Context: an optimization exercise on an open-source flow, tuned for small area and a short achievable clock period. The choices shown serve that exercise and are no tape-out recipe.
Function was not checked in any run shown here: the RTL went through the layout flow alone.
Power figures rest on the tool's default switching activity, not on a simulated workload.

==> flow/design.v, too long to show whole: its modules and the start of the top module <==
// module alu: 1080 lines
module alu # ( parameter WIDTH = 16, CMD_WIDTH = 4 ) (
	input clk, rst,
	input CE,
	input CIN,
	input mode,
	input [1:0] INP_INVALID,
	input [ CMD_WIDTH-1 :0] CMD,
	input [ WIDTH-1 :0] opa,
	input [ WIDTH-1 :0] opb,
	output reg ERR, OFLOW, g , l, e, cout,
	output reg [ 2 * WIDTH :0] RES
);
  // ...
==> flow/run.sh <==
#!/bin/bash
# synth_recipe.tcl (not shown) runs the flow's synth.tcl, then flattens the netlist and writes it again
# the make line also repeats each setting of config.mk as NAME=value (left out here)
make -C /OpenROAD-flow-scripts/flow DESIGN_CONFIG=/design/flow/config.mk WORK_HOME=/design/flow/orfs CLKGATE_MAP_FILE= SYNTH_SCRIPT=/design/flow/synth_recipe.tcl finish
==> flow/config.mk <==
export PLATFORM = sky130hd
export DESIGN_NAME = alu
export DESIGN_NICKNAME = alu
export VERILOG_FILES = /design/flow/design.v
export SDC_FILE = /design/flow/constraint.sdc
export NUM_CORES = 4
export LEC_CHECK = 0
export CAP_MARGIN = 20
export CORE_MARGIN = 2
export CORE_UTILIZATION = 40
export GPL_TIMING_DRIVEN = 0
export SLEW_MARGIN = 20
==> flow/constraint.sdc <==
create_clock -name core_clock -period 9.0 [get_ports {clk}]
set_input_delay 1.8000 -clock core_clock [delete_from_list [all_inputs] [get_ports {clk}]]
set_output_delay 1.8000 -clock core_clock [all_outputs]
set_load 0.01 [all_outputs]
==> notes.md, run 1 <==
- The net count after synthesis is 1900.
- The routed design has slightly above 50 mm of wire.
- The cell area after layout is 16100 um^2.
- 1146 cells are multi-input combinational gates.
- For this run, the top clock speed supported by timing is 113 MHz.
- The count of cells along the worst register-to-register path is 2.
- The width of the die is 186 um.
- The area growth from synthesis to layout is 21.2%.
- In this design, the critical path's most frequently occurring cell is fa_1.
- Clock skew on the completed layout was measured at 0 ns.
- The worst hold path passes through 2 cells.
- The largest fanout on the critical path is 10.
- Entering global routing, the biggest net connects 31 pins.
- The worst register-to-register path ends at RES[32].
- The quantity of hold-fixing buffers added after cts is 0.
- The post-layout total power is 0.00124 W.
- The cell with the biggest individual delay on the critical path is fa_2.
- The slack of the critical path is around 0.14 ns.
- Clock latency on the worst-skew pair, taken at its later pin, is 0.28 ns.
- The critical path class is in -> reg.
- The combined area of the multi-input logic cells is 11600 um^2.
- The count of pins over their slew limit is 0.
- The flow ran to the end and the layout has no timing, DRC or antenna violations.
- Summed over all nets, the half-perimeter wirelength after detailed placement is 39.4 mm.
- The global-route track usage on met3 is under 10%.
- In the global route stage, met1 resource usage came out at 39.7%.
- For this run, the number of Yosys warnings is 1.
- The biggest slice of the total power is consumed by combinational logic.
- For this run, the leading register cell type out of synthesis is dfrtp_1.
- For this configuration, the core starts out at a cell density of between 40 and 50%.
- The power spent charging and discharging nets is 0.000582 W.
- The required time of the worst setup path is a little over 9 ns.
- The portion of the layout cell area used by non-clock buffers is 11.3%.
- The critical path crosses 24 cells after its start point.
- After clock tree synthesis, the clock-pin slew on the worst setup and hold paths is 0.07 ns.
- Headroom to the max-slew limit came out at 39.6%.
==> run 2: changes to the inputs <==
--- a/flow/config.mk
+++ b/flow/config.mk
@@ -6,4 +6,5 @@
 export NUM_CORES = 4
 export LEC_CHECK = 0
+export ABC_AREA = 1
 export CAP_MARGIN = 20
 export CORE_MARGIN = 2
==> run 2 against run 1 <==
Critical path depth increased by 2. First-iteration DRC count rose by 31%. Routed wire length is 1.9% higher. Non-clock buffer count decreased by 76. Area after synthesis up 1.2%. Maximum frequency is 0.26% higher. Clock power decreased by 21%. Cell area down 5.2%. Via count up 7.1%. Combinational power rose to 3.3 times the previous value. Largest power group unchanged.
==> notes.md, run 2 <==
- The largest total area in the synthesized netlist belongs to fa_1.
- The maximum operating frequency came to 113 MHz (+0.26%).
- The floorplan row count is 67.
- Of the total synthesized cell area, the portion taken by XOR and XNOR cells is 2.90%.
- The total number of H-tree levels is 2.
- The source-to-sink clock delay at the later pin of the worst-skew pair is 0.28 ns (about the same).
- The flow ran to the end and the layout has no timing, DRC or antenna violations.
- The synthesis warning total is 1 (unchanged).
- The library cells used most frequently in the layout, excluding fill and tap cells, are inv_1, nand2_1, nor2_1.
- The largest fanout on the critical path is 11 (+1).
- The total number of clock tree sinks is 39.
- The detailed-route via count is between 10000 and 15000.
- The effective utilization at floorplan is 40.4% (-0.42 points).
- The number of clock buffers inserted by TritonCTS is 5.
- Dividing total power by cell area gives a power density of roughly 210 nW/um^2.
- STA classifies the critical path startpoint as an input port.
- In the post-synthesis netlist, the biggest area contributors are fa_1, inv_1, nand2_1.
- The flip-flop count of the largest register, all copies and words added is 33.
- The critical path in this run is classified as in -> reg.
- The width of the die is 187 um (+0.60%).
- The half-perimeter wire length after placement is 43.4 mm (+10%).
- between 80 and 90 I/O pins were placed.
- The post-detailed-route via-to-cell ratio is 5.45.
- The register bit count reported by yosys is 39.
- Routability-driven placement finished with a final weighted congestion of 1.04.
- The remaining antenna violation count after routing is 0.
- The post-route netlist has 6.94% of its cells at a drive strength greater than 1.
- A synthesized cell averages between 7 and 8 um^2.
- The clock tree from TritonCTS is built.
- Leaving out fill and tap cells, the most frequent cell in the layout is inv_1.
- The count of unresolved DRC violations after routing is 0.
- The quantity of hold-fixing buffers added after cts is 0 (unchanged).
- The main flop type after synthesis is dfrtp_1.
- The post-layout minimum cycle time is between 8 and 9 ns.
- Of the total synthesized cell area, the portion taken by full adders, half adders and majority gates is a little over two fifths.
- Sequential cells were found to cover 7.25% of the synthesized design area.
- The largest family of logic cells by synthesized area is adder cells.
- The count of buffers added on input and output ports is 76.
- The top cell type by area accounts for 34.9% of the synthesized area.
- The final number of setup-violating endpoints is 0.
- The number of enable flip-flop cells after synthesis is 0.
- Of the available clock period, the critical path in the final layout requires 98.2%.
- In the global route stage, overall resource usage came out at 30.0%.
- In the final routed layout, each cell accounts on average for between 20 and 25 um.
- The register bank with the most flops is RES.
- The number of buffers on the longest clock path is 2.
- The post-layout total power is 0.00318 W (+160%).
- The kind of end point of the critical path is a register.
- The number of antenna violations at the first check in global routing is 1.
- The DRC marker count from the first detailed-route iteration is 1349.
- The standard cell core area is 33400 um^2.
- Summing the areas of all compound-gate instances in the mapped netlist gives 10.5% of the synthesized area.
- Before antenna repair, the detailed router went through 6 iterations.
- The count of pins over their slew limit is 0 (unchanged).
- The area growth from synthesis to layout is 13.6%.
- Setup repair after global routing could not meet its margin everywhere.
- The combined area of all synthesized cells is 13500 um^2.
- Synthesis handed over a netlist of 1873 instances.
- The normalized max-slew margin was 24.5% (-15 points).
- The peak supply drop is 213 uV.
- STA puts the critical path data arrival time at 8.98 ns.
- The CTS clock-pin slew for the worst setup and hold paths is 0.05 ns (-0.02 ns).
- The most frequently used cell type in the post-synthesis netlist is inv_1.
- In this design, the stage delay of the slowest critical-path cell is around 0.76 ns.
- The aggregate routed wire length is 52.1 mm (+1.9%).
- The net count after synthesis is 2233 (+18%).
- At the pin with the least slew margin, the transition time is 1.12 ns.
- The number of global-route vias before repair was 13300.
- The synthesized netlist devotes around a quarter of its cell area to simple gates.
- Summed over all layers, the global routing overflow is 0.
- The final-report hold violation count was 0.
- The required time of the worst setup path came to 9.14 ns (-0.03 ns).
- The clock tree root buffer cell is clkbuf_16.
- In this run the vertical extent of the chip is 187 um.
- The floorplan step defined a die boundary enclosing ~35000 um^2.
- The slowest stage of the critical path is the o21ai_1 cell.
- The first global-routing pass estimated 79.5 mm of wire.
- Summed over all cells, the static leakage comes to 7.70 nW.
- The share of cell area taken by muxes after synthesis is 0%.
- In this run the worst hold path is classified as reg -> reg.
- In the final timing run, aggregate negative setup slack is 0 ns.
- After synthesis, the most frequently instantiated cells are inv_1, nand2_1, nor2_1.
- The maximum number of pins on one net before global-route repair is 33 (+6.5%).
- In this design, the critical path's most frequently occurring cell is inv_1.
- The largest clock skew in the final design came to 0 ns (unchanged).
- The netlist uses 50 different library cells.
- The max capacitance violation total is 0.
- The fraction of registers with async set or reset after synthesis is 100%.
- The final net count is ~2300.
[run 2: changes by cell type after synthesis, sizes merged, moves of 29 or more]
| cell | delta |
|---|---|
| nand2 | +280 |
| inv | +121 |
| nand3 | +76 |
| nor2 | +49 |
| o21ai | +48 |
| or2 | -46 |
| a21oi | +42 |
| xnor2 | -29 |
[run 2: kinds of logic after synthesis]
logic type,count (synthesis)
AND/OR/NAND/NOR,780
buffers and inverters,454
adder cells (fa/ha/maj),317
AO/OA/AOI/OAI,241
XOR/XNOR,42
flip-flops,39
[run 2: cell type report]
cell class / count / area (um^2)
fill: 3501 / 18100
clock buffer: 6 / 129
buffer: 55 / 314
timing repair inverter: 1 / 5.00
timing repair buffer: 88 / 862
inverter: 391 / 1480
tap: 448 / 561
antenna: 1 / 2.50
multi-input combinational: 1380 / 11000
sequential: 39 / 976
[run 2: final timing paths]
| check | startpoint | to | slack (ns) | cells past startpoint |
|---|---|---|---|---|
| hold reg to reg | cout | cout | 0.47 | 2 |
| hold / removal | cout | cout | 0.47 | 2 |
| setup / recovery | opa[9] | RES[0] | 0.16 | 26 |
| min in group asynchronous | rst | RES[6] | 1.74 | 2 |
| setup reg to reg | RES[6] | RES[6] | 8.15 | 3 |
| max in group asynchronous | rst | RES[31] | 6.84 | 3 |
[run 2: where the power goes]
| part | internal [W] | total, W | switching [W] |
|---|---|---|---|
| combinational | 0.00101 | 0.00278 | 0.00177 |
| sequential | 0.000211 | 0.000236 | 0.0000246 |
| clock | 0.0000996 | 0.000164 | 0.0000642 |
| total | 0.00132 | 0.00318 | 0.00186 |
[run 2: per-layer routing]
metal / global-route usage, % / wire [um]
met1: 40.3 / 21700
met2: 48.5 / 23700
met3: 4.39 / 4160
met4: 12.7 / 2480
met5: 0 / 0
[run 2: worst max-delay path, delay by kind of cell]
kind	cells	cell delay [ns]
compound gates	5	1.23
fa+ha+maj	8	3.38
buf+inv	7	1.63
simple gates	6	0.90
[run 2: metrics by stage]
| step | instances | hold slack (ns) | setup slack (ns) | area, um^2 | util (%) |
|---|---|---|---|---|---|
| 5_1_grt | 2409 | 0.520 | -0.0186 | 15300 | 45.8 |
| 2_1_floorplan | 1873 | 0.515 | 0.117 | 13500 | - |
| 3_5_place_dp | 2398 | 0.466 | -2.54 | 14800 | 44.4 |
| 6_report | 2409 | 0.474 | 0.160 | 15300 | 45.8 |
| 4_1_cts | 2408 | 0.481 | 0.00390 | 15100 | 45.4 |
| 3_3_place_gp | 2397 | 0.466 | -2.38 | 14800 | 44.3 |
[run 2: repair_timing]
action | 4_1_cts | 5_1_grt
endpoints found under the setup margin | 38 | 28
setup buffers | 7 | 4
resized for setup | 86 | 47
cloned | 1 | 0
pin swaps | 4 | 5

port drivers added, routing unchanged:
How much do the figures lean on ideal ports? The routed layouts below were timed once more, with nothing changed but the port constraints. Step 1 assumes that a clkbuf_16 drives the clock port and a buf_2 every other input. Step 2 moves the port delays by t, midway between the first and last clock arrival at a register: inputs arrive t later, outputs are due t later. That takes back most of the time a late clock gives input paths. a / b / c = ideal / step 1 / step 2; a / b = the first two.
run	t, ns	slack for setup (ns)	worst hold slack (ns)	pins driven straight from the clock port
run 1	0.321	0.137 / 0.146 / -0.175	0.481 / 0.481 / 0.481	1
run 2	0.312	0.160 / 0.166 / -0.146	0.474 / 0.474 / 0.474	1
With both steps, setup timing fails in run 1 and run 2, where it was met with ideal ports. For run 1, which loses most, drivers alone change the setup slack by +0.009 ns; drivers and shift together by -0.312 ns.
